Background: an optimization exercise with open tools, aiming at small area, a short achievable clock period and few clock cycles per item. Do not read the settings as production practice.
RTL that was checked went through simulation tests only; none was proved equivalent to the original.
Only the layout flow was run in runs 1, 2 and 4 to 6; the RTL was not checked for function there.

$ cat design/flow/flow/run.sh
#!/bin/bash
# The standard layout, with the port buffers made from buf_1 cells
# (ORFS's default picks clkdlybuf4s50_1, a larger and slower delay cell).
export BUFFER_PORTS_ARGS="-buffer_cell sky130_fd_sc_hd__buf_1"
bash standard.sh > standard.log 2>&1
$ cat design/flow/standard.sh
#!/bin/bash
# synth_recipe.tcl (not shown) runs the flow's synth.tcl, then flattens the netlist and writes it again
# the make line also repeats each setting of config.mk as NAME=value (left out here)
make -C /OpenROAD-flow-scripts/flow DESIGN_CONFIG=/design/flow/config.mk WORK_HOME=/design/flow/orfs CLKGATE_MAP_FILE= SYNTH_SCRIPT=/design/flow/synth_recipe.tcl "${@:-finish}"
$ cat design/flow/config.mk
export PLATFORM = sky130hd
export DESIGN_NAME = seg_plan
export DESIGN_NICKNAME = seg_plan
export VERILOG_FILES = /design/flow/design.v
export SDC_FILE = /design/flow/constraint.sdc
export NUM_CORES = 4
export LEC_CHECK = 0
export CAP_MARGIN = 20
export CORE_MARGIN = 2
export CORE_UTILIZATION = 40
export SLEW_MARGIN = 20
$ cat design/flow/constraint.sdc
create_clock -name core_clock -period 100.0 [get_ports {clk}]
set_input_delay 20.0000 -clock core_clock [delete_from_list [all_inputs] [get_ports {clk}]]
set_output_delay 20.0000 -clock core_clock [all_outputs]
set_load 0.01 [all_outputs]
$ cat design/flow/design.v
`timescale 1ns / 1ps
module seg_plan(clk,rst,start,ox,oy,oz,dx,dy,dz,mod,v_con,n,
                done,dirx,diry,dirz,disx,disy,disz,vx,vy,vz);
parameter S = 7;                   
localparam K = (26 + S - 1) / S;   
parameter KMIN = K - 1;            
input clk;
input rst;
input start;
input [10:0] ox,oy,dx,dy;
input [8:0] oz,dz;
input mod;
input [3:0] v_con;
input [3:0] n;
output reg done;
output reg dirx,diry,dirz;
output [10:0] disx,disy;
output [8:0] disz;
output reg [25:0] vx,vy,vz;
reg [10:0] ax,ay,bx,by;
reg [8:0] az,bz;
reg m_r;
reg [3:0] s_r;
reg minx,miny,needz_r;
reg setup;
reg [2:0] cnt;
assign disx=ax;
assign disy=ay;
assign disz=az;
reg [16:0] vv;
wire [4:0] sel={m_r,s_r};
wire [11:0] bd;
assign bd[0]=(sel==5'd12)|(sel==5'd14);
assign bd[1]=(sel==5'd1)|(sel==5'd2)|(sel==5'd4)|(sel==5'd7)|(sel==5'd9)|(sel==5'd11)|(sel==5'd15)|(sel==5'd17)|(sel==5'd19)|(sel==5'd21)|(sel==5'd23)|(sel==5'd25)|(sel==5'd27)|(sel==5'd29)|(sel==5'd31);
assign bd[2]=(sel==5'd4)|(sel==5'd9)|(sel==5'd14)|(sel==5'd19)|(sel==5'd27);
assign bd[3]=(sel==5'd0)|(sel==5'd3)|(sel==5'd6)|(sel==5'd10)|(sel==5'd15)|(sel==5'd18)|(sel==5'd22)|(sel==5'd23)|(sel==5'd26)|(sel==5'd30)|(sel==5'd31);
assign bd[4]=(sel==5'd2)|(sel==5'd5)|(sel==5'd11)|(sel==5'd12)|(sel==5'd13)|(sel==5'd14)|(sel==5'd17)|(sel==5'd20)|(sel==5'd25)|(sel==5'd28);
assign bd[5]=(sel==5'd0)|(sel==5'd10)|(sel==5'd22)|(sel==5'd28)|(sel==5'd30);
assign bd[6]=(sel==5'd1)|(sel==5'd5)|(sel==5'd6)|(sel==5'd7)|(sel==5'd8)|(sel==5'd9)|(sel==5'd10)|(sel==5'd18)|(sel==5'd21)|(sel==5'd24)|(sel==5'd25)|(sel==5'd27)|(sel==5'd30)|(sel==5'd31);
assign bd[7]=(sel==5'd2)|(sel==5'd3)|(sel==5'd4)|(sel==5'd16)|(sel==5'd19)|(sel==5'd20)|(sel==5'd26);
assign bd[8]=(sel==5'd1)|(sel==5'd21)|(sel==5'd27);
assign bd[9]=(sel==5'd0)|(sel==5'd1)|(sel==5'd21)|(sel==5'd22)|(sel==5'd23)|(sel==5'd24)|(sel==5'd25)|(sel==5'd26);
assign bd[10]=(sel==5'd16)|(sel==5'd27)|(sel==5'd28)|(sel==5'd29)|(sel==5'd30)|(sel==5'd31);
assign bd[11]=1'b0;
always @(*)
begin
    if(m_r==0)
    begin
        case(s_r)
        4'd1:vv=25000;
        4'd2:vv=21000;
        4'd3:vv=18000;
        4'd4:vv=15000;
        4'd5:vv=12000;
        4'd6:vv=10000;
        4'd7:vv=9000;
        4'd8:vv=8000;
        4'd9:vv=7000;
        4'd10:vv=6000;
        4'd11:vv=5000;
        4'd12:vv=4500;
        4'd13:vv=4000;
        4'd14:vv=3500;
        4'd15:vv=3000;
        default:vv=30000;
        endcase
    end
    else
    begin
        if(s_r==0) vv=80000;
        else vv=s_r*5000;
    end
end
wire [11:0] ux={1'b0,ax}-{1'b0,bx};
wire [11:0] uy={1'b0,ay}-{1'b0,by};
wire [9:0] uz={1'b0,az}-{1'b0,bz};
wire dirx_t=ux[11];
wire diry_t=uy[11];
wire dirz_t=uz[9];
wire [10:0] disx_t=(ux[10:0]^{11{dirx_t}})+dirx_t;
wire [10:0] disy_t=(uy[10:0]^{11{diry_t}})+diry_t;
wire [8:0] disz_t=(uz[8:0]^{9{dirz_t}})+dirz_t;
wire bigx=(disx_t>=disy_t);
wire [10:0] mx=bigx?disx_t:disy_t;
wire [10:0] mn=bigx?disy_t:disx_t;
function [19:0] brow;
    input [2:0] dg;
    input [10:0] m;
    input integer sh;
    reg [11:0] mk;
    begin
        mk=dg[1]?{m,1'b0}:(dg[0]?{1'b0,m}:12'd0);
        brow=({8'd0,mk}<<sh)^{20{dg[2]}};
    end
endfunction
wire [19:0] cm_c={19'd0,bd[2]}+{19'd0,bd[5]}+{19'd0,bd[8]}+{19'd0,bd[11]};
wire [19:0] cm=brow(bd[2:0],mx,0)+brow(bd[5:3],mx,2)+brow(bd[8:6],mx,4)+brow(bd[11:9],mx,6)+cm_c;
wire [23:0] p_hi=({4'd0,cm}<<7)-({4'd0,cm}<<1)-{4'd0,cm};
wire [25:0] P={p_hi,2'b00};
wire needx=(mn!=0)&&(disx_t!=disy_t);
wire needz=(disz_t!=0)&&!((disx_t==0)&&(disy_t==0));
reg [2:0] k_t;
reg [25:0] d0;
reg [10:0] r0xy;
reg [8:0] r0z;
integer k,j;
always @(*)
begin
    k_t=K;
    d0=P>>(S*K-26);
    r0xy=0;
    r0z=0;
    for(k=K-1;k>=KMIN;k=k-1)
    begin
        j=26-S*k;
        if((!needx||((P>>(26-j))<mn))&&(!needz||((P>>(26-j))<disz_t)))
        begin
            k_t=k;
            d0=P<<j;
            r0xy=P>>(26-j);
            r0z=P>>(26-j);
        end
    end
end
function [11:0] rstep;    
    input [10:0] r;
    input b;
    input [10:0] d;
    reg [11:0] t;
    begin
        t={r,b};
        rstep[11]=(t>={1'b0,d});
        rstep[10:0]=rstep[11]?(t-d):t[10:0];
    end
endfunction
function [9:0] rstepz;    
    input [8:0] r;
    input b;
    input [8:0] d;
    reg [9:0] t;
    begin
        t={r,b};
        rstepz[9]=(t>={1'b0,d});
        rstepz[8:0]=rstepz[9]?(t-d):t[8:0];
    end
endfunction
wire last=(cnt==1);
wire [25:0] qxy=vx;
reg [10:0] rxy_n;
reg [8:0] rz_n;
reg [S-1:0] qlo_xy,qlo_z;
reg [11:0] sxy;
reg [9:0] sz;
integer i;
always @(*)
begin
    rxy_n=bx;
    rz_n=bz;
    for(i=0;i<S;i=i+1)
    begin
        sxy=rstep(rxy_n,qxy[25-i],by);
        rxy_n=sxy[10:0];
        qlo_xy[S-1-i]=sxy[11];
        sz=rstepz(rz_n,vz[25-i],az);
        rz_n=sz[8:0];
        qlo_z[S-1-i]=sz[9];
    end
end
function [25:0] incq;
    input [25-S:0] h;
    input [S-1:0] l;
    input cin;
    reg [S-1:0] ml;
    reg [25-S:0] mh;
    reg ch;
    integer m;
    begin
        for(m=0;m<S;m=m+1)
        begin
            ml=(1<<m)-1;
            incq[m]=l[m]^(cin&(&(l|~ml)));
        end
        ch=cin&(&l);
        for(m=0;m<=25-S;m=m+1)
        begin
            mh=(1<<m)-1;
            incq[S+m]=h[m]^(ch&(&(h|~mh)));
        end
    end
endfunction
wire [25:0] qxy_n=incq(qxy[25-S:0],qlo_xy,last);
wire [25:0] qz_n=incq(vz[25-S:0],qlo_z,last);
wire busy=setup||(cnt!=0);
always @(posedge clk)
begin
    if(!busy)
    begin
        ax<=ox;
        ay<=oy;
        az<=oz;
        bx<=dx;
        by<=dy;
        bz<=dz;
        m_r<=mod;
        s_r<=mod?n:v_con;
    end
    else if(setup)
    begin
        dirx<=dirx_t;
        diry<=diry_t;
        dirz<=dirz_t;
        ax<=disx_t;
        ay<=disy_t;
        az<=disz_t;
        by<=mn;
        bx<=r0xy;
        bz<=r0z;
        minx<=needx&&!bigx;
        miny<=needx&&bigx;
        needz_r<=needz;
    end
    else
    begin
        bx<=rxy_n;
        bz<=rz_n;
    end
    if(setup)
    begin
        vx<=needx?d0:{9'd0,vv};
        vy<={9'd0,vv};
        vz<=needz?d0:26'd10000;
    end
    else
    begin
        vx<=(last?minx:(minx||miny))?qxy_n:{9'd0,vv};
        vy<=(last&&miny)?qxy_n:{9'd0,vv};
        vz<=needz_r?qz_n:26'd10000;
    end
end
always @(posedge clk)
begin
    if(rst)
    begin
        setup<=0;
        cnt<=0;
        done<=0;
    end
    else
    begin
        setup<=start;
        done<=0;
        if(setup)
        begin
            if(needx||needz)
                cnt<=k_t;
            else
                done<=1;
        end
        else if(cnt!=0)
        begin
            cnt<=cnt-1;
            if(cnt==1)
                done<=1;
        end
    end
end
endmodule
==> results.yml, run 1 <==
outcome:
  status: "timing/DRC/antenna clean"
die:
  die_w_um: 249
  die_area_mm2: 0.0619
  num_rows: 89
  io-pin-count: 187
  start_util: 0.405
  core_area_mm2: 0.0591
  die_h_um: 249
logic_synthesis:
  synth_mux_area_frac: 0.0410
  synthTopCellsByArea: "ha_1, dfxtp_1, edfxtp_1"
  syn_area_per_cell_um2: 7.93
  yosys.area_share.simple: 0.185
  yosysMostFrequentCell: "ha_1"
  yosysTopAreaCell: "ha_1"
  synth-seq-cells: 169
  synth_top_area_frac: 0.144
  synthCells: 3021
  syn_nets: 3431
  synth_warnings: 1
  async_reset_ff_frac: 0
  synth_top_family_by_area: "compound AO/OA/AOI/OAI gates"
  synth_xor_area_frac: 0.0903
  yosysSeqAreaShare: 0.163
  synth_fa_ha_area_frac: 0.194
  syn-cell-area_mm2: 0.0240
  synth_cell_types: 110
  ys.flop_type: "dfxtp_1"
  synth-compound-area-share: 0.270
  synth_edf_count: 53
  synthTopCellsByCount: "ha_1, nor2_1, inv_1"
sta:
  skew_ns: 0.0209
  finalHoldViolCount: 0
  rsz0062_at_grt: "no"
  fin_crit_sh: 0.214
  fin_setup_tns_ns: 0
  worstMarginPinSlew_ns: 1.13
  period_needed_ns: 21.39
  worst_hold_slack_ns: 0.541
  slew_violations: 0
  fmax_ghz: 0.0468
  setup_viol: 0
  timing.slew.headroom: 0.242
  setup_ws_ns: 78.61
routing:
  first_iter_violations: 2107
  drc_errors: 0
  num_vias: 23714
  wl_um: 85900
  vias_per_cell: 6.00
  antenna_left: 0
  wl_per_cell_um: 21.7
  firstDrtPassIters: 8
critical_path:
  crit_chain: "buf_1"
  cp.required_ns: 80.00
  critical_path_class: "reg2out"
  cp_slowest_cell: "edfxtp_1"
  startpoint_type: "register"
  slowest_delay_ns: 0.69
  path_buf_inv: 1
  path_max_fanout: 9
  timing.rr.start: "by[2]"
  crit_start: "az[0]"
  cp-end-kind: "output pin"
  critPathTopFamily: "flip-flops"
  arrival_ns: 1.39
layout:
  nFillCells: 6105
  final_nets: 3576
  syn2layout_area_growth_pct: 8.86
  layout.cells.non_filler: 3952
  drive_gt1_frac: 0.0604
  antenna_cells: 0
min_path:
  holdCritStartpoint: "cnt[2]"
  hold_class: "reg2reg"
clock_tree:
  cts_resized: 0
  clockBufferDepth: 2
  htreeDepth: 4
  cts_setup_buffers: 0
  clk_pin_slew_ns: 0.08
  clk_latency_ns: 0.50
  cts_root_buf: "clkbuf_16"
  numCtsBuffers: 17
  numClockSinks: 169
  tritoncts: "built"
  hold_buffers: 0
place:
  dp_slack_ns: 78.23
  dp.cells: 3918
  dp_hpwl_um: 69300
  place.gp.congestion: 0.973
  portBuffers: 186
job:
  drv_cap: 0
grt:
  grt_pass1_wl_um: 131000
  grt_pass1_vias: 22090
  grt_max_degree: 55
  gr-total-overflow: 0
  track_usage: 0.271
  antenna_found_initial: 1
layout by cell type (no fill, tap or decap), types with 64 or more instances in the layout:
master,count
nand3_1,72
buf_1,186
ha_1,276
dfxtp_1,115
o21ai_0,162
nand2_1,212
xnor2_1,176
inv_1,234
a21oi_1,210
xor2_1,71
nor3_1,64
nor2_1,238
a21o_1,85
state kept, by name, summed over array words and instances (netlist names), 3 cells and up, named ones only:
register and count:
az 9, vx 26, cnt 3, bz 9, ay 11, vz 26
s_r 4, ax 11, by 11, vy 26, bx 11
stage by stage:
step | cell area (um2) | utilization
final | 26100 | 0.441
after global routing | 26100 | 0.441
after CTS | 26100 | 0.441
after detailed placement | 25500 | 0.431
after global placement | 25500 | 0.431
after floorplan | 24000 | -
worst paths after layout:
| kind | slack [ns] | endpoint | cells past startpoint |
|---|---|---|---|
| max reg2reg | 79.11 | vy[1] | 72 |
| min reg2reg | 0.54 | cnt[2] | 2 |
| max | 78.61 | disz[0] | 1 |
| min | 0.54 | cnt[2] | 2 |
final cells by class:
class,instances,area (um2),share of cell area
clock buffers,19,444,0.0170
clock inverters,13,140,0.00537
inverters,240,901,0.0345
multi-input cells,2510,18700,0.717
flip-flops and latches,169,3920,0.150
well taps,773,967,0.0371
repair buffers,228,1030,0.0393
routing by layer:
metal / wire (um) / GRT usage
met5: 0 / 0
met2: 38900 / 0.442
met3: 6310 / 0.0467
met4: 3040 / 0.0959
met1: 37700 / 0.359
cells by family after synthesis:
family | after synthesis
AOI/OAI and AO/OA | 942
and+or+nand+nor | 893
buffers and inverters | 342
adders and majority gates | 336
xor gates and xnor gates | 247
DFF | 169
muxes | 92
==> run 2, diff against run 1 <==
--- a/design/flow/design.v
+++ b/design/flow/design.v
@@ -29,3 +29,3 @@
 assign disz=az;
-reg [16:0] vv;
+wire [16:0] vv;
 wire [4:0] sel={m_r,s_r};
@@ -44,31 +44,19 @@
 assign bd[11]=1'b0;
-always @(*)
-begin
-    if(m_r==0)
-    begin
-        case(s_r)
-        4'd1:vv=25000;
-        4'd2:vv=21000;
-        4'd3:vv=18000;
-        4'd4:vv=15000;
-        4'd5:vv=12000;
-        4'd6:vv=10000;
-        4'd7:vv=9000;
-        4'd8:vv=8000;
-        4'd9:vv=7000;
-        4'd10:vv=6000;
-        4'd11:vv=5000;
-        4'd12:vv=4500;
-        4'd13:vv=4000;
-        4'd14:vv=3500;
-        4'd15:vv=3000;
-        default:vv=30000;
-        endcase
-    end
-    else
-    begin
-        if(s_r==0) vv=80000;
-        else vv=s_r*5000;
-    end
-end
+assign vv[0]=1'b0;
+assign vv[1]=1'b0;
+assign vv[2]=(sel==5'd12)|(sel==5'd14);
+assign vv[3]=(sel==5'd1)|(sel==5'd2)|(sel==5'd4)|(sel==5'd7)|(sel==5'd9)|(sel==5'd11)|(sel==5'd14)|(sel==5'd15)|(sel==5'd17)|(sel==5'd19)|(sel==5'd21)|(sel==5'd23)|(sel==5'd25)|(sel==5'd27)|(sel==5'd29)|(sel==5'd31);
+assign vv[4]=(sel==5'd0)|(sel==5'd3)|(sel==5'd4)|(sel==5'd6)|(sel==5'd9)|(sel==5'd10)|(sel==5'd12)|(sel==5'd15)|(sel==5'd18)|(sel==5'd19)|(sel==5'd22)|(sel==5'd23)|(sel==5'd26)|(sel==5'd27)|(sel==5'd30)|(sel==5'd31);
+assign vv[5]=(sel==5'd0)|(sel==5'd1)|(sel==5'd5)|(sel==5'd7)|(sel==5'd10)|(sel==5'd13)|(sel==5'd14)|(sel==5'd15)|(sel==5'd20)|(sel==5'd21)|(sel==5'd22)|(sel==5'd23)|(sel==5'd28)|(sel==5'd29)|(sel==5'd30)|(sel==5'd31);
+assign vv[6]=(sel==5'd3)|(sel==5'd5)|(sel==5'd8)|(sel==5'd9)|(sel==5'd10)|(sel==5'd24)|(sel==5'd25)|(sel==5'd26)|(sel==5'd27)|(sel==5'd28)|(sel==5'd29)|(sel==5'd30)|(sel==5'd31);
+assign vv[7]=(sel==5'd1)|(sel==5'd4)|(sel==5'd5)|(sel==5'd11)|(sel==5'd12)|(sel==5'd13)|(sel==5'd14)|(sel==5'd15)|(sel==5'd16)|(sel==5'd17)|(sel==5'd19)|(sel==5'd21)|(sel==5'd23)|(sel==5'd25)|(sel==5'd27)|(sel==5'd29)|(sel==5'd31);
+assign vv[8]=(sel==5'd0)|(sel==5'd1)|(sel==5'd6)|(sel==5'd7)|(sel==5'd8)|(sel==5'd9)|(sel==5'd10)|(sel==5'd11)|(sel==5'd12)|(sel==5'd13)|(sel==5'd14)|(sel==5'd15)|(sel==5'd17)|(sel==5'd18)|(sel==5'd21)|(sel==5'd22)|(sel==5'd25)|(sel==5'd26)|(sel==5'd29)|(sel==5'd30);
+assign vv[9]=(sel==5'd2)|(sel==5'd3)|(sel==5'd4)|(sel==5'd5)|(sel==5'd6)|(sel==5'd7)|(sel==5'd8)|(sel==5'd9)|(sel==5'd10)|(sel==5'd11)|(sel==5'd13)|(sel==5'd15)|(sel==5'd17)|(sel==5'd18)|(sel==5'd19)|(sel==5'd20)|(sel==5'd25)|(sel==5'd26)|(sel==5'd27)|(sel==5'd28);
+assign vv[10]=(sel==5'd0)|(sel==5'd3)|(sel==5'd5)|(sel==5'd6)|(sel==5'd8)|(sel==5'd10)|(sel==5'd13)|(sel==5'd14)|(sel==5'd18)|(sel==5'd20)|(sel==5'd22)|(sel==5'd24)|(sel==5'd25)|(sel==5'd27)|(sel==5'd29)|(sel==5'd31);
+assign vv[11]=(sel==5'd4)|(sel==5'd5)|(sel==5'd8)|(sel==5'd9)|(sel==5'd13)|(sel==5'd14)|(sel==5'd15)|(sel==5'd16)|(sel==5'd19)|(sel==5'd20)|(sel==5'd23)|(sel==5'd24)|(sel==5'd25)|(sel==5'd28)|(sel==5'd29);
+assign vv[12]=(sel==5'd0)|(sel==5'd2)|(sel==5'd4)|(sel==5'd8)|(sel==5'd9)|(sel==5'd10)|(sel==5'd11)|(sel==5'd12)|(sel==5'd16)|(sel==5'd17)|(sel==5'd19)|(sel==5'd22)|(sel==5'd24)|(sel==5'd27)|(sel==5'd29)|(sel==5'd30);
+assign vv[13]=(sel==5'd0)|(sel==5'd1)|(sel==5'd4)|(sel==5'd5)|(sel==5'd6)|(sel==5'd7)|(sel==5'd16)|(sel==5'd18)|(sel==5'd19)|(sel==5'd21)|(sel==5'd22)|(sel==5'd25)|(sel==5'd28)|(sel==5'd29)|(sel==5'd31);
+assign vv[14]=(sel==5'd0)|(sel==5'd1)|(sel==5'd2)|(sel==5'd3)|(sel==5'd20)|(sel==5'd21)|(sel==5'd22)|(sel==5'd26)|(sel==5'd27)|(sel==5'd28)|(sel==5'd29);
+assign vv[15]=(sel==5'd23)|(sel==5'd24)|(sel==5'd25)|(sel==5'd26)|(sel==5'd27)|(sel==5'd28)|(sel==5'd29);
+assign vv[16]=(sel==5'd16)|(sel==5'd30)|(sel==5'd31);
 wire [11:0] ux={1'b0,ax}-{1'b0,bx};
==> results.yml, run 2 <==
logic_synthesis:
  ys.flop_type: "dfxtp_1"
  yosysTopAreaCell: "ha_1"
  synth_cell_types: 117
  synth_edf_count: 53
  synth_warnings: 1
  synthCells: 2795
  async_reset_ff_frac: 0
  synth_top_area_frac: 0.140
  yosysMostFrequentCell: "ha_1"
  synth-seq-cells: 156
  synthTopCellsByArea: "ha_1, dfxtp_1, edfxtp_1"
  yosysSeqAreaShare: 0.163
  synthTopCellsByCount: "ha_1, nor2_1, nand2_1"
  syn-cell-area_mm2: 0.0224
  syn_area_per_cell_um2: 8.02
  syn_nets: 3176
die:
  start_util: 0.405
  core_area_mm2: 0.0553
  num_rows: 86
  die_w_um: 241
  die_area_mm2: 0.0580
  io-pin-count: 187
  die_h_um: 241
sta:
  setup_ws_ns: 78.59
  timing.slew.headroom: 0.293
  finalHoldViolCount: 0
  worst_hold_slack_ns: 0.555
  worstMarginPinSlew_ns: 1.06
  fmax_ghz: 0.0467
  fin_crit_sh: 0.214
  period_needed_ns: 21.41
  slew_violations: 0
  skew_ns: 0.0169
  setup_viol: 0
  fin_setup_tns_ns: 0
  rsz0062_at_grt: "no"
place:
  placed_cell_area_mm2: 0.0238
  dp_hpwl_um: 63300
  dp_slack_ns: 79.10
  dp.cells: 3651
  portBuffers: 186
  place.gp.congestion: 0.950
critical_path:
  timing.rr.start: "by[1]"
  critPathTopFamily: "flip-flops"
  crit_chain: "buf_1"
  arrival_ns: 1.41
  path_buf_inv: 1
  crit_start: "az[1]"
  cp_slowest_cell: "edfxtp_1"
  cp.required_ns: 80.00
  path_max_fanout: 7
  slowest_delay_ns: 0.70
  critical_path_class: "reg2out"
  startpoint_type: "register"
  cp-end-kind: "output pin"
layout:
  drive_gt1_frac: 0.0712
  final_area_mm2: 0.0244
  layout.cells.non_filler: 3687
  nFillCells: 5628
  final_nets: 3303
  final_common_cell: "ha_1"
  syn2layout_area_growth_pct: 8.86
  utilization: 0.441
  reg_top3: "vx (26), vy (26), vz (26)"
  layout_common_cells: "ha_1, nor2_1, nand2_1"
grt:
  antenna_found_initial: 4
  grt_pass1_wl_um: 121000
  grt_pass1_vias: 20842
  grt_max_degree: 56
  gr-total-overflow: 0
  track_usage: 0.273
routing:
  drc_errors: 0
  firstDrtPassIters: 5
  num_vias: 21880
  wl_per_cell_um: 21.7
  first_iter_violations: 1833
  wl_um: 79800
  vias_per_cell: 5.93
  antenna_left: 0
min_path:
  hold_class: "reg2reg"
  holdCritStartpoint: "cnt[1]"
clock_tree:
  clockBufferDepth: 2
  hold_buffers: 0
  numClockSinks: 156
  numCtsBuffers: 17
  clk_latency_ns: 0.51
  cts_resized: 0
  cts_root_buf: "clkbuf_16"
  htreeDepth: 4
  tritoncts: "built"
  clk_pin_slew_ns: 0.08
  cts_setup_buffers: 0
outcome:
  status: "timing/DRC/antenna clean"
job:
  drv_cap: 0
## run 2: cell type report
cell class                      count  area [um2]  area share
Timing Repair Buffer              207         856      0.0351
Multi-Input combinational cell   2341       17600       0.721
Clock inverter                     14         169     0.00692
Antenna cell                        4        10.0    0.000410
Inverter                          199         747      0.0306
Clock buffer                       18         450      0.0185
Tap cell                          748         936      0.0383
Sequential cell                   156        3650       0.150
## run 2: metal layers
metal / vias up / wire, um / GRT usage
met2: 784 / 35600 / 0.432
met3: 129 / 5690 / 0.0492
li1: 10454 / - / -
met5: - / 27 / 0
met4: 4 / 2650 / 0.0948
met1: 10509 / 35900 / 0.371
## run 2: logic make-up (layout without fill, tap and decap cells)
| kind of cell | count (synthesis) | in the layout | synth area share |
|---|---|---|---|
| and+or+nand+nor | 829 | 829 | 0.183 |
| AOI/OAI and AO/OA | 806 | 806 | 0.241 |
| adders and majority gates | 307 | 307 | 0.190 |
| buffers and inverters | 298 | 438 | 0.0534 |
| xor gates and xnor gates | 257 | 257 | 0.101 |
| DFF | 156 | 156 | 0.163 |
| muxes | 142 | 142 | 0.0684 |
| other | 0 | 4 | 0 |
## run 2: path summary, 6_finish.rpt
kind / end / slack, ns / depth (start not counted)
worst min register to register: cnt[1] / 0.56 / 2
worst max register to register: vx[21] / 78.89 / 69
worst min-delay path: cnt[1] / 0.56 / 2
worst max-delay path: disz[1] / 78.59 / 1
==> run 3, diff against run 2 <==
--- a/design/flow/design.v
+++ b/design/flow/design.v
@@ -117,6 +117,8 @@
     reg [11:0] t;
+    reg [12:0] u;
     begin
         t={r,b};
-        rstep[11]=(t>={1'b0,d});
-        rstep[10:0]=rstep[11]?(t-d):t[10:0];
+        u={1'b0,t}-{2'b0,d};
+        rstep[11]=~u[12];
+        rstep[10:0]=u[12]?t[10:0]:u[10:0];
     end
@@ -128,6 +130,8 @@
     reg [9:0] t;
+    reg [10:0] u;
     begin
         t={r,b};
-        rstepz[9]=(t>={1'b0,d});
-        rstepz[8:0]=rstepz[9]?(t-d):t[8:0];
+        u={1'b0,t}-{2'b0,d};
+        rstepz[9]=~u[10];
+        rstepz[8:0]=u[10]?t[8:0]:u[8:0];
     end
==> results.yml, run 3 <==
outcome:
  status: "timing/DRC/antenna clean"
logic_synthesis:
  yosysTopAreaCell: "ha_1"
  synthTopCellsByCount: "ha_1, nor2_1, nand2_1"
  yosysSeqAreaShare: 0.168
  synth_edf_count: 53
  synthCells: 2730
  syn_area_per_cell_um2: 7.96
  synthTopCellsByArea: "ha_1, dfxtp_1, edfxtp_1"
  synth_top_area_frac: 0.144
  syn_nets: 3111
  synth_warnings: 1
  async_reset_ff_frac: 0
  syn-cell-area_mm2: 0.0217
  synth_cell_types: 101
  synth-seq-cells: 156
  ys.flop_type: "dfxtp_1"
sta:
  worstMarginPinSlew_ns: 1.03
  slew_violations: 0
  fmax_ghz: 0.0467
  finalHoldViolCount: 0
  rsz0062_at_grt: "no"
  timing.slew.headroom: 0.304
  setup_viol: 0
  fin_setup_tns_ns: 0
  worst_hold_slack_ns: 0.504
  period_needed_ns: 21.40
  skew_ns: 0.0248
  fin_crit_sh: 0.214
layout:
  reg_top3: "vx (26), vy (26), vz (26)"
  final_nets: 3242
  register_area_mm2: 0.00365
  final_area_mm2: 0.0237
  nFillCells: 5341
  drive_gt1_frac: 0.0623
  layout_common_cells: "nor2_1, ha_1, nand2_1"
  multi_input_area_mm2: 0.0170
  syn2layout_area_growth_pct: 9.00
critical_path:
  startpoint_type: "register"
  r2r_cells: 77
  path_buf_inv: 1
  slowest_delay_ns: 0.69
  r2r_slack_ns: 79.50
  timing.rr.start: "by[0]"
  cp_slowest_cell: "edfxtp_1"
  path_max_fanout: 8
  critPathTopFamily: "flip-flops"
  arrival_ns: 1.40
  rr_endpoint: "vx[8]"
  cp.required_ns: 80.00
  cp-end-kind: "output pin"
  crit_chain: "buf_1"
  critical_path_class: "reg2out"
routing:
  vias_per_cell: 5.96
  wl_um: 75800
  drc_errors: 0
  wl_per_cell_um: 21.2
  firstDrtPassIters: 5
  num_vias: 21270
  antenna_left: 0
  first_iter_violations: 1685
  wl_met1_um: 32300
  wl_met3_um: 5040
  met2_length_um: 34800
  dr.max_layer_used: "met4"
place:
  place.gp.congestion: 0.925
  placed_cell_area_mm2: 0.0231
  dp_hpwl_um: 61200
  portBuffers: 186
clock_tree:
  numClockSinks: 156
  clockBufferDepth: 2
  cts_root_buf: "clkbuf_16"
  cts_resized: 0
  tritoncts: "built"
  clk_latency_ns: 0.51
  htreeDepth: 4
  hold_buffers: 0
  clk_pin_slew_ns: 0.07
  numCtsBuffers: 17
  cts_setup_buffers: 0
grt:
  gr-total-overflow: 0
  grt_pass1_vias: 20571
  grt_pass1_wl_um: 117000
  antenna_found_initial: 0
  grt_max_degree: 58
  track_usage: 0.267
min_path:
  worstHoldPathCells: 2
  holdCritStartpoint: "cnt[2]"
  hold_class: "reg2reg"
  hold-path-endpoint: "cnt[2]"
die:
  num_rows: 85
  die_area_mm2: 0.0562
  io-pin-count: 187
  die_h_um: 237
  die_w_um: 237
  start_util: 0.404
  core_area_mm2: 0.0537
job:
  drv_cap: 0
==> run 3: worst max path at each step <==
stage,from,endpoint,slack (ns),depth (start not counted)
after floorplan,az[1],disz[1],79.40,0
after global placement,dx[0],bx[0],79.04,3
after detailed placement,dx[0],bx[0],79.08,3
after CTS,az[1],disz[1],78.54,1
after global routing,by[9],vx[8],77.91,79
final,az[1],disz[1],78.60,1
==> run 3: logic make-up after synthesis <==
group | Yosys count | synth area share
buffers and inverters | 285 | 0.0520
multiplexers | 126 | 0.0620
flip-flops | 156 | 0.168
adder cells (fa/ha/maj) | 307 | 0.197
AND/OR/NAND/NOR | 850 | 0.196
XOR/XNOR | 247 | 0.0996
AO/OA/AOI/OAI | 759 | 0.226
==> run 3: per-layer routing <==
layer	vias up	GRT usage
li1	10151	-
met1	10161	0.339
met2	800	0.438
met3	158	0.0462
met4	0	0.128
met5	-	0
==> run 3: worst reg2reg max path, delay by kind of cell, from the launching register on <==
kind	cells	cell delay, ns
AOI/OAI and AO/OA	40	8.92
xor gates and xnor gates	1	0.20
adders and majority gates	9	3.33
buffers and inverters	3	0.97
DFF	1	0.59
muxes	5	1.47
and+or+nand+nor	19	4.95
==> run 3: area by class of cell <==
class / instances / area share
Clock buffer: 17 / 0.0180
Inverter: 188 / 0.0299
Timing Repair Buffer: 209 / 0.0371
Antenna cell: 1 / 0.000106
Tap cell: 696 / 0.0368
Sequential cell: 156 / 0.154
Clock inverter: 15 / 0.00719
Multi-Input combinational cell: 2289 / 0.717
==> run 3: per-stage QoR <==
| stage | util | std cells | worst slack [ns] |
|---|---|---|---|
| 2_1_floorplan | - | 2730 | 79.40 |
| 3_3_place_gp | 0.429 | 3537 | 79.04 |
| 3_5_place_dp | 0.429 | 3537 | 79.08 |
| 4_1_cts | 0.440 | 3569 | 78.54 |
| 5_1_grt | 0.441 | 3570 | 77.91 |
| 6_report | 0.441 | 3571 | 78.60 |
Testbench counts of run 3, summed over its fixed seeds: cycles 20,867, items 4,800.
==> run 4, diff against run 3 <==
--- a/design/flow/design.v
+++ b/design/flow/design.v
@@ -19,3 +19,3 @@
 output reg [25:0] vx,vy,vz;
-reg [10:0] ax,ay,bx,by;
+reg [10:0] ax,ay,bx;
 reg [8:0] az,bz;
@@ -62,3 +62,3 @@
 wire [11:0] ux={1'b0,ax}-{1'b0,bx};
-wire [11:0] uy={1'b0,ay}-{1'b0,by};
+wire [11:0] uy={1'b0,ay}-{1'b0,vy[10:0]};
 wire [9:0] uz={1'b0,az}-{1'b0,bz};
@@ -139,2 +139,3 @@
 wire last=(cnt==1);
+wire [10:0] dxy=minx?ax:ay;    
 wire [25:0] qxy=vx;
@@ -152,3 +153,3 @@
     begin
-        sxy=rstep(rxy_n,qxy[25-i],by);
+        sxy=rstep(rxy_n,qxy[25-i],dxy);
         rxy_n=sxy[10:0];
@@ -193,3 +194,2 @@
         bx<=dx;
-        by<=dy;
         bz<=dz;
@@ -206,3 +206,2 @@
         az<=disz_t;
-        by<=mn;
         bx<=r0xy;
@@ -228,2 +227,4 @@
         vy<=(last&&miny)?qxy_n:{9'd0,vv};
+        if(!busy)
+            vy[10:0]<=dy;
         vz<=needz_r?qz_n:26'd10000;
==> results.yml, run 4 <==
critical_path:
  slowest_delay_ns: 0.60
  path_max_fanout: 9
  startpoint_type: "register"
  crit_chain: "buf_1"
  critical_path_class: "reg2out"
  critPathTopFamily: "flip-flops"
  path_buf_inv: 1
  cp-end-kind: "output pin"
  cp.required_ns: 80.00
  cp_slowest_cell: "edfxtp_1"
  arrival_ns: 1.27
routing:
  wl_um: 73100
  firstDrtPassIters: 5
  drc_errors: 0
  wl_per_cell_um: 20.7
  first_iter_violations: 1759
  num_vias: 20744
  vias_per_cell: 5.86
  antenna_left: 0
layout:
  syn2layout_area_growth_pct: 9.77
  reg_top3: "vx (26), vy (26), vz (26)"
  nFillCells: 5332
  final_common_cell: "ha_1"
  drive_gt1_frac: 0.0611
  layout_common_cells: "ha_1, nand2_1, nor2_1"
  final_nets: 3216
logic_synthesis:
  synth_xor_area_frac: 0.0989
  synthTopCellsByCount: "ha_1, nand2_1, nor2_1"
  synthTopCellsByArea: "ha_1, dfxtp_1, xnor2_1"
  synth_edf_count: 42
  synth-seq-cells: 145
  synth_fa_ha_area_frac: 0.203
  synth_top_area_frac: 0.148
  yosysTopAreaCell: "ha_1"
  syn_nets: 3061
  synth_top_family_by_area: "compound AO/OA/AOI/OAI gates"
  synth_warnings: 1
  synth-compound-area-share: 0.250
  synth_mux_area_frac: 0.0580
  syn-cell-area_mm2: 0.0211
  synthCells: 2680
  syn_area_per_cell_um2: 7.87
  async_reset_ff_frac: 0
  yosys.area_share.simple: 0.179
  yosysSeqAreaShare: 0.158
  ys.flop_type: "dfxtp_1"
  yosysMostFrequentCell: "ha_1"
  synth_cell_types: 103
clock_tree:
  numClockSinks: 145
  cts_setup_buffers: 0
  clk_latency_ns: 0.49
  tritoncts: "built"
  cts_root_buf: "clkbuf_16"
  htreeDepth: 4
  cts_resized: 0
  numCtsBuffers: 17
  clk_pin_slew_ns: 0.07
  hold_buffers: 0
  clockBufferDepth: 2
die:
  num_rows: 84
  die_h_um: 234
  core_area_mm2: 0.0523
  io-pin-count: 187
  die_area_mm2: 0.0546
  start_util: 0.403
  die_w_um: 234
sta:
  slew_violations: 0
  timing.slew.headroom: 0.336
  fin_crit_sh: 0.213
  period_needed_ns: 21.27
  rsz0062_at_grt: "no"
  finalHoldViolCount: 0
  fin_setup_tns_ns: 0
  setup_viol: 0
  worstMarginPinSlew_ns: 0.994
  fmax_ghz: 0.0470
  worst_hold_slack_ns: 0.501
  skew_ns: 0.0192
grt:
  track_usage: 0.265
  grt_max_degree: 48
  grt_pass1_vias: 19497
  antenna_found_initial: 3
  grt_pass1_wl_um: 111000
  gr-total-overflow: 0
place:
  dp_hpwl_um: 59400
  place.gp.congestion: 0.944
  portBuffers: 186
job:
  drv_cap: 0
min_path:
  hold_class: "reg2reg"
outcome:
  status: "timing/DRC/antenna clean"
-- run 4: cell count changes after synthesis, sizes merged, moves of 11 or more --
cell | before | now
o22ai | 76 | 41
a22oi | 8 | 42
nor2 | 251 | 223
xnor2 | 176 | 148
inv | 185 | 209
nand2 | 208 | 228
xor2 | 71 | 90
nand3 | 57 | 39
nor2b | 52 | 64
nor4 | 23 | 11
edfxtp | 53 | 42
-- run 4: final timing paths --
path | from | to | slack, ns | cells after the start
setup reg to reg | minx | vx[8] | 78.79 | 79
hold / removal | cnt[1] | cnt[1] | 0.50 | 2
hold reg to reg | cnt[1] | cnt[1] | 0.50 | 2
setup / recovery | az[0] | disz[0] | 78.73 | 1
-- run 4: routing by layer --
metal  vias to the layer above  part of all wire  global-route usage
met4                         2             0.044               0.123
met2                       695              0.46               0.434
met5                         -           0.00018                   0
li1                       9984                 -                   -
met1                      9919              0.44               0.346
met3                       144             0.055              0.0320
-- run 4: metrics by stage --
| stage | instance area (um2) | utilization | instances | setup WS (ns) |
|---|---|---|---|---|
| detailed placement | 22600 | 0.431 | 3504 | 78.94 |
| global route | 23100 | 0.442 | 3537 | 76.99 |
| global placement | 22600 | 0.431 | 3504 | 79.19 |
| floorplan | 21100 | - | 2680 | 79.32 |
| finish | 23100 | 0.442 | 3537 | 78.73 |
| CTS | 23100 | 0.442 | 3536 | 78.68 |
-- run 4: final cells by class --
| cell class | instances | area (um2) | area share |
|---|---|---|---|
| Clock inverter | 13 | 111 | 0.00481 |
| Inverter | 211 | 792 | 0.0342 |
| Antenna cell | 1 | 2.50 | 0.000108 |
| Sequential cell | 145 | 3320 | 0.144 |
| Clock buffer | 19 | 453 | 0.0196 |
| Timing Repair Buffer | 221 | 961 | 0.0415 |
| Multi-Input combinational cell | 2239 | 16600 | 0.719 |
| Tap cell | 688 | 861 | 0.0372 |
-- run 4: cells by family (layout without fill, tap and decap cells) --
kind of cell	after synthesis	after routing
flops	145	145
buf+inv	296	464
compound gates	795	795
xor+xnor	238	238
mux	114	114
fa+ha+maj	307	307
simple gates	785	785
other cells	0	1
-- run 4: worst min-delay path, stage by stage, from the launching register on --
cell and delay (ns):
dfxtp_1 0.31, nor2_1 0.10, nor3_1 0.05
==> run 5, diff against run 4 <==
--- a/design/flow/design.v
+++ b/design/flow/design.v
@@ -3,3 +3,3 @@
                 done,dirx,diry,dirz,disx,disy,disz,vx,vy,vz);
-parameter S = 7;                   
+parameter S = 9;                   
 localparam K = (26 + S - 1) / S;   
--- a/design/flow/config.mk
+++ b/design/flow/config.mk
@@ -7,2 +7,3 @@
 export LEC_CHECK = 0
+export ABC_AREA = 1
 export CAP_MARGIN = 20
==> results.yml, run 5 <==
die:
  die_w_um: 249
  core_area_mm2: 0.0592
  die_area_mm2: 0.0621
  num_rows: 89
  die_h_um: 249
  start_util: 0.406
  io-pin-count: 187
grt:
  antenna_found_initial: 4
  grt_pass1_wl_um: 132000
  track_usage: 0.271
  gr-total-overflow: 0
  grt_pass1_vias: 23200
  grt_max_degree: 84
layout:
  antenna_cells: 0
  reg_top3: "vx (26), vy (26), vz (26)"
  final_area_mm2: 0.0262
  final_nets: 4245
  syn2layout_area_growth_pct: 8.81
  layout_common_cells: "nand2_1, inv_1, ha_1"
  drive_gt1_frac: 0.0489
  final_common_cell: "nand2_1"
clock_tree:
  htreeDepth: 4
  cts_root_buf: "clkbuf_16"
  clk_latency_ns: 0.47
  clk_pin_slew_ns: 0.08
  numClockSinks: 145
  clockBufferDepth: 2
  numCtsBuffers: 17
  tritoncts: "built"
  cts_setup_buffers: 0
  cts_resized: 0
  hold_buffers: 0
min_path:
  worstHoldPathCells: 2
  hold_class: "reg2reg"
job:
  drv_cap: 0
logic_synthesis:
  synth_cell_types: 69
  synthTopCellsByArea: "ha_1, nand2_1, inv_1"
  syn_area_per_cell_um2: 6.57
  ys.flop_type: "dfxtp_1"
  synth_warnings: 1
  synth_top_area_frac: 0.154
  synthCells: 3659
  synth-seq-cells: 145
  syn_nets: 4090
  synthTopCellsByCount: "nand2_1, inv_1, ha_1"
  yosysMostFrequentCell: "nand2_1"
  async_reset_ff_frac: 0
  synth_edf_count: 42
  yosysTopAreaCell: "ha_1"
  yosysSeqAreaShare: 0.138
  syn-cell-area_mm2: 0.0240
routing:
  first_iter_violations: 1747
  drc_errors: 0
  wl_per_cell_um: 18.7
  wl_um: 86000
  antenna_left: 0
  vias_per_cell: 5.36
  num_vias: 24658
  firstDrtPassIters: 5
critical_path:
  arrival_ns: 23.35
  cp.required_ns: 100.33
  startpoint_type: "register"
  cp-end-kind: "register"
  critical_path_class: "reg2reg"
  path_max_fanout: 33
  r2r_cells: 119
  slowest_delay_ns: 0.73
  cp_slowest_cell: "edfxtp_1"
sta:
  finalHoldViolCount: 0
  skew_ns: 0.0214
  timing.slew.headroom: 0.343
  worstMarginPinSlew_ns: 0.981
  fin_crit_sh: 0.230
  fin_setup_tns_ns: 0
  fmax_ghz: 0.0434
  period_needed_ns: 23.02
  slew_violations: 0
  setup_viol: 0
  rsz0062_at_grt: "no"
place:
  dp_hpwl_um: 71200
  portBuffers: 186
  place.gp.congestion: 1.00
  placed_cell_area_mm2: 0.0255
outcome:
  status: "timing/DRC/antenna clean"
[run 5: path summary, 6_finish.rpt]
path / start / end / slack (ns)
max reg2reg: minx / vx[10] / 76.98
min reg2reg: cnt[2] / cnt[2] / 0.51
max: minx / vx[10] / 76.98
min: cnt[2] / cnt[2] / 0.51
[run 5: cells by family after synthesis]
family / Yosys count / share of synthesized area
buffers and inverters: 664 / 0.108
AND/OR/NAND/NOR: 1519 / 0.285
flip-flops: 145 / 0.138
XOR/XNOR: 263 / 0.0969
AO/OA/AOI/OAI: 697 / 0.161
multiplexers: 14 / 0.00604
adder cells (fa/ha/maj): 357 / 0.205
[run 5: cell type report]
type	count	area, um2
clock buffer	17	425
clock inverter	15	179
fill	6490	33100
inverter	585	2200
multi-input combinational	2850	18100
sequential	145	3320
tap	773	967
timing repair buffer	215	916
[run 5: metrics by stage]
stage	hold WS, ns	utilization	instances	worst slack [ns]
global route	0.559	0.441	4600	74.27
finish	0.515	0.441	4600	76.98
detailed placement	0.500	0.431	4568	77.15
CTS	0.511	0.441	4600	77.04
floorplan	0.462	-	3659	79.19
global placement	0.487	0.431	4568	77.50
[run 5: metal layers]
metal  GRT usage  vias to the layer above  routed length (um)
met3      0.0288                      158                5170
met1       0.353                    11327               37400
met2       0.451                      756               39200
met5           0                        -                   0
met4       0.126                        0                4170
li1            -                    12417                   -
[run 5: worst max-delay path, delay by kind of cell, from the launching register on]
family,cells,cell delay [ns]
compound gates,47,9.50
simple gates,41,5.39
fa+ha+maj,10,4.24
buf+inv,20,2.87
flops,1,0.73
xor+xnor,1,0.09
==> run 6, diff against run 5 <==
--- a/design/flow/config.mk
+++ b/design/flow/config.mk
@@ -7,3 +7,2 @@
 export LEC_CHECK = 0
-export ABC_AREA = 1
 export CAP_MARGIN = 20
==> results.yml, run 6 <==
sta:
  finalHoldViolCount: 0
  setup_viol: 0
  timing.slew.headroom: 0.205
  period_needed_ns: 27.47
  setup_ws_ns: 72.53
  skew_ns: 0.0260
  worstMarginPinSlew_ns: 1.19
  worst_hold_slack_ns: 0.513
  slew_violations: 0
  fin_setup_tns_ns: 0
  fmax_ghz: 0.0364
  fin_crit_sh: 0.275
  rsz0062_at_grt: "no"
layout:
  final_nets: 3601
  syn2layout_area_growth_pct: 9.05
  multi_input_area_mm2: 0.0190
  utilization: 0.439
  register_area_mm2: 0.00332
  final_area_mm2: 0.0258
  layout_common_cells: "ha_1, nor2_1, inv_1"
  layout.cells.non_filler: 3956
  nFillCells: 6093
  final_common_cell: "ha_1"
  antenna_cells: 0
  drive_gt1_frac: 0.0641
  reg_top3: "vx (26), vy (26), vz (26)"
routing:
  wl_um: 84400
  num_vias: 23474
  wl_per_cell_um: 21.3
  antenna_left: 0
  dr.max_layer_used: "met4"
  wl_met1_um: 39700
  firstDrtPassIters: 5
  wl_met3_um: 7090
  vias_per_cell: 5.93
  drc_errors: 0
  met2_length_um: 35400
  first_iter_violations: 1985
clock_tree:
  numClockSinks: 145
  numCtsBuffers: 17
  cts_setup_buffers: 0
  htreeDepth: 4
  tritoncts: "built"
  clockBufferDepth: 2
  clk_latency_ns: 0.48
  cts_root_buf: "clkbuf_16"
  clk_pin_slew_ns: 0.08
  hold_buffers: 0
  cts_resized: 0
outcome:
  status: "timing/DRC/antenna clean"
logic_synthesis:
  ys.flop_type: "dfxtp_1"
  syn-cell-area_mm2: 0.0236
  synth_cell_types: 102
  syn_area_per_cell_um2: 7.80
  yosysMostFrequentCell: "ha_1"
  yosysSeqAreaShare: 0.141
  syn_nets: 3461
  synth-seq-cells: 145
  yosysTopAreaCell: "ha_1"
  synthCells: 3030
  synth_warnings: 1
  synthTopCellsByCount: "ha_1, nor2_1, inv_1"
  synthTopCellsByArea: "ha_1, dfxtp_1, xnor2_1"
  synth_edf_count: 42
  async_reset_ff_frac: 0
  synth_top_area_frac: 0.157
critical_path:
  critical_path_class: "reg2reg"
  cp_slowest_cell: "edfxtp_1"
  path_max_fanout: 29
  crit_top_cell: "o21ai_0"
  arrival_ns: 27.84
  startpoint_type: "register"
  cp.required_ns: 100.37
  cp-end-kind: "register"
  slowest_delay_ns: 0.78
grt:
  grt_pass1_vias: 21420
  antenna_found_initial: 0
  grt_max_degree: 49
  grt_pass1_wl_um: 128000
  gr-total-overflow: 0
  track_usage: 0.273
min_path:
  hold_class: "reg2reg"
place:
  dp_hpwl_um: 68300
  dp.cells: 3923
  portBuffers: 186
  place.gp.congestion: 0.970
  dp_slack_ns: 72.58
  placed_cell_area_mm2: 0.0252
die:
  die_w_um: 247
  die_area_mm2: 0.0611
  start_util: 0.403
  num_rows: 89
  die_h_um: 247
  core_area_mm2: 0.0587
  io-pin-count: 187
job:
  drv_cap: 0
run 6: cell families (layout without fill, tap and decap cells):
family	Yosys count	count (layout)	synth area share
compound gates	879	879	0.247
xor+xnor	254	254	0.0941
fa+ha+maj	357	357	0.208
buf+inv	333	486	0.0548
flops	145	145	0.141
simple gates	917	917	0.189
mux	145	145	0.0655
run 6: critical path, delay by kind of cell, from the launching register on:
kind | cells | cell delay (ns)
AOI/OAI and AO/OA | 63 | 15.51
and+or+nand+nor | 22 | 5.49
adders and majority gates | 11 | 4.33
muxes | 2 | 0.88
DFF | 1 | 0.78
buffers and inverters | 3 | 0.31
run 6: path summary, 6_finish.rpt:
path                            startpoint     end  slack, ns  cells past startpoint
worst max-delay path                  minx   vx[9]      72.53                    101
worst min-delay path                cnt[1]  cnt[1]       0.51                      2
worst max register to register        minx   vx[9]      72.53                    101
worst min register to register      cnt[1]  cnt[1]       0.51                      2
run 6: layout make-up:
type,instances,area share
Clock inverter,15,0.00738
Tap cell,773,0.0375
Sequential cell,145,0.129
Inverter,234,0.0341
Timing Repair Buffer,220,0.0369
Clock buffer,17,0.0165
Multi-Input combinational cell,2552,0.739
run 6: metal layers:
metal | up-vias | global-route usage
met2 | 963 | 0.409
met5 | - | 0
met1 | 11078 | 0.401
met3 | 117 | 0.0441
met4 | 0 | 0.0684
li1 | 11316 | -
==> run 7, diff against run 6 <==
--- a/design/flow/design.v
+++ b/design/flow/design.v
@@ -3,3 +3,3 @@
                 done,dirx,diry,dirz,disx,disy,disz,vx,vy,vz);
-parameter S = 9;                   
+parameter S = 7;                   
 localparam K = (26 + S - 1) / S;   
@@ -139,3 +139,3 @@
 wire last=(cnt==1);
-wire [10:0] dxy=minx?ax:ay;    
+wire [10:0] dxy=vy[10:0];    
 wire [25:0] qxy=vx;
@@ -220,3 +220,3 @@
         vx<=needx?d0:{9'd0,vv};
-        vy<={9'd0,vv};
+        vy<={9'd0,vv[16:11],(needx||needz)?mn:vv[10:0]};
         vz<=needz?d0:26'd10000;
@@ -226,4 +226,5 @@
         vx<=(last?minx:(minx||miny))?qxy_n:{9'd0,vv};
-        vy<=(last&&miny)?qxy_n:{9'd0,vv};
-        if(!busy)
+        if(last)
+            vy<=miny?qxy_n:{9'd0,vv};
+        else if(!busy)
             vy[10:0]<=dy;
==> results.yml, run 7 <==
logic_synthesis:
  synthTopCellsByArea: "ha_1, edfxtp_1, dfxtp_1"
  synth-seq-cells: 145
  synthTopCellsByCount: "ha_1, nor2_1, inv_1"
  syn_area_per_cell_um2: 7.98
  synth_fa_ha_area_frac: 0.201
  synthCells: 2667
  synth_top_family_by_area: "compound AO/OA/AOI/OAI gates"
  synth-compound-area-share: 0.250
  syn_nets: 3048
  yosysTopAreaCell: "ha_1"
  synth_warnings: 1
  synth_cell_types: 87
  synth_edf_count: 59
  ys.flop_type: "dfxtp_1"
  yosysMostFrequentCell: "ha_1"
  yosys.area_share.simple: 0.172
  syn-cell-area_mm2: 0.0213
  synth_mux_area_frac: 0.0598
  synth_top_area_frac: 0.147
  async_reset_ff_frac: 0
  yosysSeqAreaShare: 0.164
  synth_xor_area_frac: 0.0996
critical_path:
  crit_chain: "buf_1"
  timing.rr.start: "vy[9]"
  cp-end-kind: "output pin"
  cp.required_ns: 80.00
  critPathTopFamily: "flip-flops"
  path_max_fanout: 7
  startpoint_type: "register"
  critical_path_class: "reg2out"
  cp_slowest_cell: "edfxtp_1"
  slowest_delay_ns: 0.72
  crit_start: "az[1]"
  path_buf_inv: 1
  arrival_ns: 1.42
layout:
  drive_gt1_frac: 0.0588
  final_nets: 3190
  nFillCells: 5313
  final_common_cell: "ha_1"
  layout_common_cells: "ha_1, nor2_1, inv_1"
  reg_top3: "vx (26), vy (26), vz (26)"
  utilization: 0.444
  layout.cells.non_filler: 3509
  antenna_cells: 0
  syn2layout_area_growth_pct: 9.53
clock_tree:
  cts_resized: 0
  numCtsBuffers: 17
  clk_pin_slew_ns: 0.07
  hold_buffers: 0
  numClockSinks: 145
  cts_root_buf: "clkbuf_16"
  clockBufferDepth: 2
  cts_setup_buffers: 0
  tritoncts: "built"
  clk_latency_ns: 0.50
  htreeDepth: 4
grt:
  grt_max_degree: 51
  grt_pass1_wl_um: 115000
  gr-total-overflow: 0
  grt_pass1_vias: 19783
  track_usage: 0.268
  antenna_found_initial: 4
sta:
  period_needed_ns: 21.42
  fin_crit_sh: 0.214
  finalHoldViolCount: 0
  timing.slew.headroom: 0.239
  setup_viol: 0
  fmax_ghz: 0.0467
  rsz0062_at_grt: "no"
  slew_violations: 0
  worstMarginPinSlew_ns: 1.14
  fin_setup_tns_ns: 0
  skew_ns: 0.0192
place:
  place.gp.congestion: 0.960
  dp_hpwl_um: 61900
  dp.cells: 3478
  portBuffers: 186
outcome:
  status: "timing/DRC/antenna clean"
routing:
  vias_per_cell: 5.98
  wl_per_cell_um: 21.8
  antenna_left: 0
  first_iter_violations: 1689
  num_vias: 20987
  wl_um: 76500
  drc_errors: 0
  firstDrtPassIters: 5
die:
  die_w_um: 235
  die_area_mm2: 0.0551
  num_rows: 84
  io-pin-count: 187
  start_util: 0.405
  core_area_mm2: 0.0526
  die_h_um: 235
min_path:
  hold_class: "reg2reg"
  holdCritStartpoint: "vy[19]"
job:
  drv_cap: 0
## run 7: kinds of logic after synthesis
group	count (synthesis)
muxes	119
buffers and inverters	307
adders and majority gates	307
xor gates and xnor gates	242
and+or+nand+nor	756
AOI/OAI and AO/OA	791
DFF	145
## run 7: metrics by stage
step                      hold slack [ns]  worst slack [ns]  instance area, um2
after detailed placement            0.454             79.09               22700
after floorplan                     0.487             79.21               21300
after global routing                0.508             77.70               23300
after global placement              0.440             79.08               22700
final                               0.465             78.58               23300
after CTS                           0.473             78.55               23300
## run 7: area by class of cell
cell class / instances / area, um2 / share of cell area
multi-input combinational: 2215 / 16700 / 0.715
sequential: 145 / 3490 / 0.150
timing repair buffer: 212 / 893 / 0.0383
tap: 688 / 861 / 0.0369
inverter: 218 / 818 / 0.0351
clock buffer: 21 / 493 / 0.0211
clock inverter: 10 / 86.3 / 0.00370
## run 7: metal layers
metal | part of all wire | global-route usage
met1 | 0.45 | 0.366
met2 | 0.45 | 0.426
met3 | 0.070 | 0.0409
met4 | 0.032 | 0.0995
met5 | 0.00024 | 0
## run 7: worst paths after layout
path | depth (start not counted) | endpoint | slack [ns]
setup / recovery | 1 | disz[1] | 78.58
hold / removal | 2 | vy[19] | 0.46
hold reg to reg | 2 | vy[19] | 0.46
setup reg to reg | 75 | vy[8] | 79.11
## run 7: worst reg2reg max path: cells and delay by family, from the launching register on
family,cells,cell delay [ns]
XOR/XNOR,1,0.21
AND/OR/NAND/NOR,16,3.53
adder cells (fa/ha/maj),8,3.16
AO/OA/AOI/OAI,45,11.93
flip-flops,1,0.53
buffers and inverters,5,1.39
Testbench counts of run 7, summed over its fixed seeds: cycles 20,867, items 4,800.
==> run 8, diff against run 7 <==
--- a/design/flow/config.mk
+++ b/design/flow/config.mk
@@ -10,2 +10,4 @@
 export CORE_UTILIZATION = 40
+export CTS_BUF_LIST = sky130_fd_sc_hd__clkbuf_8
+export CTS_CLUSTER_SIZE = 60
 export SLEW_MARGIN = 20
==> results.yml, run 8 <==
grt:
  gr-total-overflow: 0
  grt_pass1_wl_um: 115000
  grtUsageMet3: 0.0443
  track_usage: 0.268
  grt_max_degree: 51
  grt_pass1_vias: 19820
  grt_use_met2: 0.426
  antenna_found_initial: 4
  use_met1: 0.366
  top_usage_layer: "met2"
sta:
  finalHoldViolCount: 0
  rsz0062_at_grt: "no"
  slew_violations: 0
  fin_crit_sh: 0.215
  fin_setup_tns_ns: 0
  skew_ns: 0.0268
  timing.slew.headroom: 0.269
  setup_viol: 0
  setup_ws_ns: 78.52
  period_needed_ns: 21.48
  fmax_ghz: 0.0465
  worstMarginPinSlew_ns: 1.09
logic_synthesis:
  yosysMostFrequentCell: "ha_1"
  async_reset_ff_frac: 0
  synthTopCellsByArea: "ha_1, edfxtp_1, dfxtp_1"
  yosysSeqAreaShare: 0.164
  synth-compound-area-share: 0.250
  yosys.area_share.simple: 0.172
  synthTopCellsByCount: "ha_1, nor2_1, inv_1"
  yosysTopAreaCell: "ha_1"
  synth-seq-cells: 145
  synth_warnings: 1
  ys.flop_type: "dfxtp_1"
  synth_fa_ha_area_frac: 0.201
  synth_top_family_by_area: "compound AO/OA/AOI/OAI gates"
  synth_edf_count: 59
  syn-cell-area_mm2: 0.0213
  synth_mux_area_frac: 0.0598
  synth_xor_area_frac: 0.0996
  syn_area_per_cell_um2: 7.98
  synth_cell_types: 87
  synth_top_area_frac: 0.147
  syn_nets: 3048
  synthCells: 2667
critical_path:
  crit_chain: "buf_1"
  cp-end-kind: "output pin"
  path_max_fanout: 7
  cp_slowest_cell: "edfxtp_1"
  cp.required_ns: 80.00
  arrival_ns: 1.48
  slowest_delay_ns: 0.71
  critPathTopFamily: "flip-flops"
  critical_path_class: "reg2out"
  path_depth: 1
  r2r_cells: 75
  startpoint_type: "register"
  path_buf_inv: 1
clock_tree:
  numClockSinks: 145
  htreeDepth: 4
  tritoncts: "built"
  clk_pin_slew_ns: 0.09
  cts_resized: 0
  cts_setup_buffers: 0
  numCtsBuffers: 17
  hold_buffers: 0
  clockBufferDepth: 2
  clk_latency_ns: 0.57
  cts_root_buf: "clkbuf_8"
routing:
  wl_um: 76400
  num_vias: 21053
  firstDrtPassIters: 6
  first_iter_violations: 1725
  drc_errors: 0
  vias_per_cell: 6.00
  wl_per_cell_um: 21.8
  antenna_left: 0
die:
  die_area_mm2: 0.0551
  io-pin-count: 187
  num_rows: 84
  die_h_um: 235
  die_w_um: 235
  start_util: 0.405
  core_area_mm2: 0.0526
layout:
  final_common_cell: "ha_1"
  reg_top3: "vx (26), vy (26), vz (26)"
  final_nets: 3190
  register_area_mm2: 0.00349
  syn2layout_area_growth_pct: 8.69
  layout.cells.non_filler: 3510
  multi_input_area_mm2: 0.0167
  layout_common_cells: "ha_1, nor2_1, inv_1"
  drive_gt1_frac: 0.0588
  utilization: 0.440
  nFillCells: 5335
  final_area_mm2: 0.0231
job:
  drv_cap: 0
place:
  place.gp.congestion: 0.960
  dp_hpwl_um: 61900
  portBuffers: 186
  placed_cell_area_mm2: 0.0227
  dp.cells: 3478
  dp_slack_ns: 79.09
outcome:
  status: "timing/DRC/antenna clean"
min_path:
  hold_class: "reg2reg"
  worstHoldPathCells: 2
## run 8: logic make-up (layout without fill, tap and decap cells)
| family | Yosys count | count (layout) |
|---|---|---|
| fa+ha+maj | 307 | 307 |
| simple gates | 756 | 756 |
| flops | 145 | 145 |
| xor+xnor | 242 | 242 |
| other cells | 0 | 1 |
| compound gates | 791 | 791 |
| mux | 119 | 119 |
| buf+inv | 307 | 461 |
## run 8: stage by stage
stage	hold slack, ns
after global placement	0.440
after CTS	0.478
after floorplan	0.487
final	0.470
after global routing	0.512
after detailed placement	0.454
## run 8: final cells by class
class,count,share of cell area
clock buffers,18,0.0107
multi-input cells,2215,0.720
clock inverters,13,0.00649
well taps,688,0.0372
flip-flops and latches,145,0.151
inverters,218,0.0354
diodes,1,0.000108
repair buffers,212,0.0386
## run 8: per-layer routing
metal / vias to the layer above / wire (um)
met4: 0 / 2360
met3: 130 / 5360
met2: 785 / 34500
li1: 10019 / -
met5: - / 0
met1: 10119 / 34200
## run 8: final timing paths
| check | startpoint | endpoint | slack [ns] |
|---|---|---|---|
| hold / removal | vy[19] | vy[19] | 0.47 |
| setup reg to reg | vy[9] | vy[8] | 79.05 |
| hold reg to reg | vy[19] | vy[19] | 0.47 |
| setup / recovery | az[1] | disz[1] | 78.52 |

## afterwards: timing with drivers on the ports
No port has a modelled driver above. Below, the same layouts with a new extraction and two added sets of constraints. Step 1: set_driving_cell puts a clkbuf_16 on clk and a buf_2 on each other input, an assumption about the parent block. Step 2 moves the port delays by t, midway between the first and last clock arrival at a register: inputs arrive t later, outputs are due t later. That takes back most of the time a late clock gives input paths. Slacks: ideal / step 1 / step 2; pairs: ideal / step 1.
run | shift t [ns] | setup slack, ns | worst slew at a driven data input, ns | cell pins on the clock port's net
run 1 | 0.548 | 78.613 / 78.559 / 78.206 | 0.04 | 1
run 2 | 0.557 | 78.593 / 78.534 / 78.887 | 0.12 | 1
run 3 | 0.550 | 78.602 / 78.548 / 79.055 | 0.04 | 1
run 4 | 0.530 | 78.726 / 78.672 / 78.790 | 0.09 | 1
run 5 | 0.516 | 76.981 / 76.981 / 76.981 | 0.05 | 1
run 6 | 0.529 | 72.534 / 72.534 / 72.534 | 0.08 | 1
run 7 | 0.542 | 78.584 / 78.530 / 79.071 | 0.04 | 1
run 8 | 0.607 | 78.517 / 78.465 / 79.050 | 0.04 | 1
After both steps every run listed still meets setup and hold. The setup slack of run 1, which loses most, moves by -0.054 ns with the drivers and by -0.407 ns with both steps.
